Context: an optimization exercise on an open-source flow, tuned for small area, a short achievable clock period and few clock cycles per item. The choices shown serve that exercise and are no tape-out recipe.
At most, simulation tests tie the RTL to the original design; equivalence was not proved.
No activity file was given, so power comes from the tool's default toggle rates.

## dsp_processor
module dsp_processor(
    input         clk,
    input         nrst,
    input         instr_valid,
    input  [31:0] instr,
    output        instr_ready,
    output        out_valid,
    output [31:0] v1,
    output [31:0] v2,
    output [31:0] v3
);
clock: 10.0 ns
lec_check: 0
cap_margin: 20
core_margin: 2
core_utilization: 60
place_density: 0.7
slew_margin: 60
run.sh (not shown) runs the stock make flow with config.mk's settings and CLKGATE_MAP_FILE= SYNTH_SCRIPT=/design/flow/synth_recipe.tcl, a recipe that flattens the netlist after the stock synthesis.
The starting point completed without violations.
==> next run, changes <==
- CORE_UTILIZATION: 60 -> 40
- PLACE_DENSITY: 0.7 -> 0.6
- SLEW_MARGIN: 60 -> 20
The changed run went through all stages and came out clean; routed wire length fell by 0.44%; via count went down by 3.9%; final cell count increases by 9.4%; total power is about the same; non-clock buffer count came out lower by 12; clock-buffer cell count came out lower by 9; core utilization falls by 22 points; design area barely changes; synthesized cell count is unchanged; worst setup slack loses 0.21 ns; register-to-register slack got worse by 0.21 ns.
==> next run, changes <==
- ABC_AREA: unset -> 1
Effect:
- total power climbs by 4.1%
- final area went down by about 2.8%
- utilization increases by 0.56 points
- via count fell by about 3%
- sequential cell count stays the same
- count of clock-buffer cells in the layout goes up by 15
- sequential share of layout area goes up by 0.91 points
No run of this note included a check of the RTL's function; only the layout flow was run.

== oak ==
dsp_processor, a different RTL version from the one above (not shown whole).
For scale: roughly 4400 cells after synthesis, ~570 flip-flops, about 37000 um^2 of cells after synthesis.
clock: 10.0 ns
lec_check: 0
abc_area: 1
cap_margin: 20
core_margin: 2
core_utilization: 40
place_density: 0.6
slew_margin: 20
standard.sh (not shown) runs the stock make flow with config.mk's settings and CLKGATE_MAP_FILE= SYNTH_SCRIPT=/design/flow/synth_recipe.tcl, a recipe that flattens the netlist after the stock synthesis.
==> flow/flow/run.sh <==
#!/bin/bash
set -euo pipefail
export SETUP_SLACK_MARGIN=6
bash standard.sh > standard.log 2>&1
No stage failed in oak, and the final checks on the layout all came back clean.
Testbench counts of oak, summed over its fixed seeds: cycles 6,663, instrs 6,427.
Edits applied to the flow inputs when going from oak to maple:
==> flow/run.sh (new file) <==
#!/bin/bash
# synth_recipe.tcl (not shown) runs the flow's synth.tcl, then flattens the netlist and writes it again
# the make line also repeats each setting of config.mk as NAME=value (left out here)
make -C /OpenROAD-flow-scripts/flow DESIGN_CONFIG=/design/flow/config.mk WORK_HOME=/design/flow/orfs CLKGATE_MAP_FILE= SYNTH_SCRIPT=/design/flow/synth_recipe.tcl finish
removed: flow/flow/run.sh
removed: flow/standard.sh
## What came out
maple | stages: all done | timing, DRC, antenna: all pass
Between oak and maple, critical path depth is lower for oak, maple comes in above that.
On net switching power, oak and maple are neck and neck.
Of oak and maple, the run reporting the lower actual transition at the worst max-transition pin was oak.
Fmax was higher in the run labelled oak.
Instance count along the most critical hold path: oak vs maple identical
Status: clock network area share parity (maple, oak)
Across both runs, detailed route wirelength on metal3 was higher for maple than for oak.
Diff oak..maple | core area | unchanged

dsp_processor, a different RTL version from the one above (not shown whole).
Size in the first run: ~570 flip-flops.
export LEC_CHECK = 0
export ABC_AREA = 1
export CAP_MARGIN = 20
export CORE_MARGIN = 2
export CORE_UTILIZATION = 40
export PLACE_DENSITY = 0.6
export SLEW_MARGIN = 20
create_clock -name core_clock -period 10.0 [get_ports {clk}]
==> flow/flow/run.sh <==
#!/bin/bash
set -euo pipefail
export SETUP_SLACK_MARGIN=6.5
export BUFFER_PORTS_ARGS="-buffer_cell sky130_fd_sc_hd__buf_2"
export CTS_ARGS="-sink_clustering_enable -repair_clock_nets -dont_use_dummy_load -sink_clustering_size 24 -sink_clustering_max_diameter 120 -buf_list sky130_fd_sc_hd__clkbuf_16"
bash standard.sh > standard.log 2>&1
Testbench counts at the start, summed over its fixed seeds: cycles 6,663, instrs 6,427.
Then changed:
CORE_UTILIZATION = 60   (was 40)
PLACE_DENSITY = 0.76   (was 0.6)
The new run produced a clean layout.
Design area decreases by 2.9%.
Setup slack is better by 110 ps.
Maximum frequency went up by 3.0%.
Non-clock buffer count shrinks by 3.
Clock-buffer cell count falls by 3.
Utilization rises by 21 points.
Combinational power fell by 3.2%.
Register-to-register slack gets better by 110 ps.
Die area goes down by 33%.
Global-route usage came out higher by 11 points.
Then changed:
--- a/flow/flow/run.sh
+++ b/flow/flow/run.sh
@@ -3 +3 @@
-export SETUP_SLACK_MARGIN=6.5
+export SETUP_SLACK_MARGIN=6
CORE_UTILIZATION = 40   (was 60)
PLACE_DENSITY = 0.6   (was 0.76)
Result: The new run produced a clean layout; cell area falls by 2.8%; clock-buffer cell count rose by 4; utilization is lower by 24 points; total power rises by 2.8%; combinational power fell by about 1%.
Then changed:
--- a/flow/flow/run.sh
+++ b/flow/flow/run.sh
@@ -3,2 +3,2 @@
-export SETUP_SLACK_MARGIN=6
-export BUFFER_PORTS_ARGS="-buffer_cell sky130_fd_sc_hd__buf_2"
+export SETUP_SLACK_MARGIN=6.5
+export BUFFER_PORTS_ARGS="-buffer_cell sky130_fd_sc_hd__buf_1"
CAP_MARGIN = 5   (was 20)
CORE_UTILIZATION = 55   (was 40)
PLACE_DENSITY = 0.72   (was 0.6)
SLEW_MARGIN = 5   (was 20)
What happened:
- synthesized area stays the same
- total power is lower slightly
- setup slack gets better by 450 ps
- worst hold slack gets better by 50 ps
- register-to-register slack gets better by 450 ps
- cell area is higher by a few percent
- critical path depth is unchanged
- clock-buffer cell count is lower by 3

dsp_processor again, from the RTL that the note above started with.
==> flow/config.mk <==
export PLATFORM = sky130hd
export DESIGN_NAME = dsp_processor
export DESIGN_NICKNAME = dsp_processor
export VERILOG_FILES = /design/flow/design.v
export SDC_FILE = /design/flow/constraint.sdc
export NUM_CORES = 4
export LEC_CHECK = 0
export ABC_AREA = 1
export CAP_MARGIN = 20
export CORE_MARGIN = 2
export CORE_UTILIZATION = 55
export PLACE_DENSITY = 0.72
export SLEW_MARGIN = 20
==> flow/constraint.sdc <==
create_clock -name core_clock -period 10.0 [get_ports {clk}]
set_input_delay 2.0000 -clock core_clock [delete_from_list [all_inputs] [get_ports {clk}]]
set_output_delay 2.0000 -clock core_clock [all_outputs]
set_load 0.01 [all_outputs]
==> flow/flow/run.sh <==
#!/bin/bash
set -euo pipefail
export SETUP_SLACK_MARGIN=6.75
export BUFFER_PORTS_ARGS="-buffer_cell sky130_fd_sc_hd__buf_2"
export CTS_ARGS="-sink_clustering_enable -repair_clock_nets -dont_use_dummy_load -sink_clustering_size 24 -sink_clustering_max_diameter 120 -buf_list sky130_fd_sc_hd__clkbuf_16"
bash standard.sh > standard.log 2>&1
Testbench counts at the start, summed over its fixed seeds: cycles 6,663, instrs 6,427.
Change:
==> flow/flow/run.sh (replaced) <==
#!/bin/bash
set -euo pipefail
export SETUP_SLACK_MARGIN=7
export BUFFER_PORTS_ARGS="-buffer_cell sky130_fd_sc_hd__buf_2"
export CTS_ARGS="-sink_clustering_enable -repair_clock_nets -dont_use_dummy_load -sink_clustering_size 24 -sink_clustering_max_diameter 120 -buf_list sky130_fd_sc_hd__clkbuf_16"
bash standard.sh > standard.log 2>&1
- CORE_UTILIZATION: 55 -> 40
- PLACE_DENSITY: 0.72 -> 0.6
- TNS_END_PERCENT: unset -> 10
Effect:
- The new run completed without violations
- setup slack gets worse by 0.022 ns
- cell area climbs by 3.0%
- hold slack is worse by 0.048 ns
- sequential share of layout area fell by 0.94 points
- cell count rises by 6.1%
- first-iteration DRC count decreases by 15%
- count of clock-buffer cells in the layout came out higher by 4
- flip-flop and latch count stays the same
- synthesized area is unchanged
Change:
==> flow/flow/run.sh (replaced) <==
#!/bin/bash
set -euo pipefail
export SETUP_SLACK_MARGIN=6.5
export BUFFER_PORTS_ARGS="-buffer_cell sky130_fd_sc_hd__buf_2"
bash standard.sh > standard.log 2>&1
- CTS_BUF_LIST: unset -> sky130_fd_sc_hd__clkbuf_4 sky130_fd_sc_hd__clkbuf_8
- TNS_END_PERCENT: 10 -> unset
First-iteration DRC count went down by 7.5%; final area went down by 3.5%; maximum frequency went down by 0.61%; clock skew went down by 0.042 ns.
Change:
==> flow/flow/run.sh (replaced) <==
#!/bin/bash
set -euo pipefail
export SETUP_SLACK_MARGIN=6.5
export BUFFER_PORTS_ARGS="-buffer_cell sky130_fd_sc_hd__buf_2"
export CTS_ARGS="-sink_clustering_enable -repair_clock_nets -dont_use_dummy_load -sink_clustering_size 24 -sink_clustering_max_diameter 120 -buf_list sky130_fd_sc_hd__clkbuf_16"
bash standard.sh > standard.log 2>&1
- CORE_UTILIZATION: 40 -> 55
- CTS_BUF_LIST: sky130_fd_sc_hd__clkbuf_4 sky130_fd_sc_hd__clkbuf_8 -> unset
- PLACE_DENSITY: 0.6 -> 0.72
Global-route usage rises by 8.6 points.
Power falls by about a fifth.
Non-clock buffer count falls by 18.
Die area falls by a quarter to a third.
Cell count falls by a little under a tenth.
Design area falls by a few percent.
Count of clock-buffer cells in the layout falls by 121.
Clock skew rises by 0.0057 ns.
Register-to-register slack gets better by 0.13 ns.
Area after synthesis stays the same.
Change:
- ABC_AREA: 1 -> unset
Effect: Cell count came out lower by 26%; global-route usage drops by 1.5 points; final area came out lower by 3.4%; synthesized cell count decreases by 29%; clock power drops by about 4%.

==> re-timing with driven ports <==
How much do the figures lean on ideal ports? The routed layouts below were timed once more, with nothing changed but the port constraints. Step 1, drivers: a clkbuf_16 drives clk and a buf_2 each remaining input, both assumed. Step 2 moves the port delays by t, midway between the first and last clock arrival at a register: inputs arrive t later, outputs are due t later. That takes back most of the time a late clock gives input paths. Slacks: no drivers / after step 1 / after step 2; pairs: no drivers / after step 1.
| run | t (ns) | setup slack, ns | worst hold slack (ns) | worst setup path after step 2 |
|---|---|---|---|---|
| the first run of note 1 | 0.693 | 5.127 / 5.127 / 5.127 | 0.385 / 0.385 / 0.385 | register to register |
| the second run of note 1 | 0.700 | 4.920 / 4.920 / 4.920 | 0.380 / 0.380 / 0.380 | register to register |
| the third run of note 1 | 0.722 | 4.409 / 4.409 / 4.409 | 0.391 / 0.391 / 0.391 | register to register |
| oak | 0.700 | 5.998 / 5.975 / 5.998 | 0.405 / 0.405 / 0.405 | register to register |
| maple | 0.698 | 5.433 / 5.433 / 5.433 | 0.411 / 0.411 / 0.411 | register to register |
| the first run of note 3 | 0.693 | 6.265 / 6.265 / 6.142 | 0.350 / 0.350 / 0.350 | input to register |
| the second run of note 3 | 0.681 | 6.373 / 6.373 / 6.257 | 0.439 / 0.439 / 0.439 | input to register |
| the third run of note 3 | 0.689 | 5.951 / 5.951 / 5.951 | 0.395 / 0.395 / 0.395 | register to register |
| the fourth run of note 3 | 0.684 | 6.404 / 6.404 / 6.259 | 0.445 / 0.445 / 0.445 | input to register |
| the first run of note 4 | 0.691 | 6.408 / 6.408 / 6.207 | 0.463 / 0.463 / 0.463 | input to register |
| the second run of note 4 | 0.731 | 6.386 / 6.386 / 6.207 | 0.415 / 0.415 / 0.415 | input to register |
| the third run of note 4 | 0.816 | 6.364 / 6.364 / 6.162 | 0.409 / 0.409 / 0.409 | input to register |
| the fourth run of note 4 | 0.689 | 6.497 / 6.497 / 6.273 | 0.447 / 0.447 / 0.447 | input to register |
| the fifth run of note 4 | 0.677 | 5.528 / 5.528 / 5.528 | 0.437 / 0.437 / 0.437 | register to register |
After both steps every run listed still meets setup and hold. For the fourth run of note 4, which loses most, drivers alone change the setup slack by 0.000 ns; drivers and shift together by -0.224 ns.
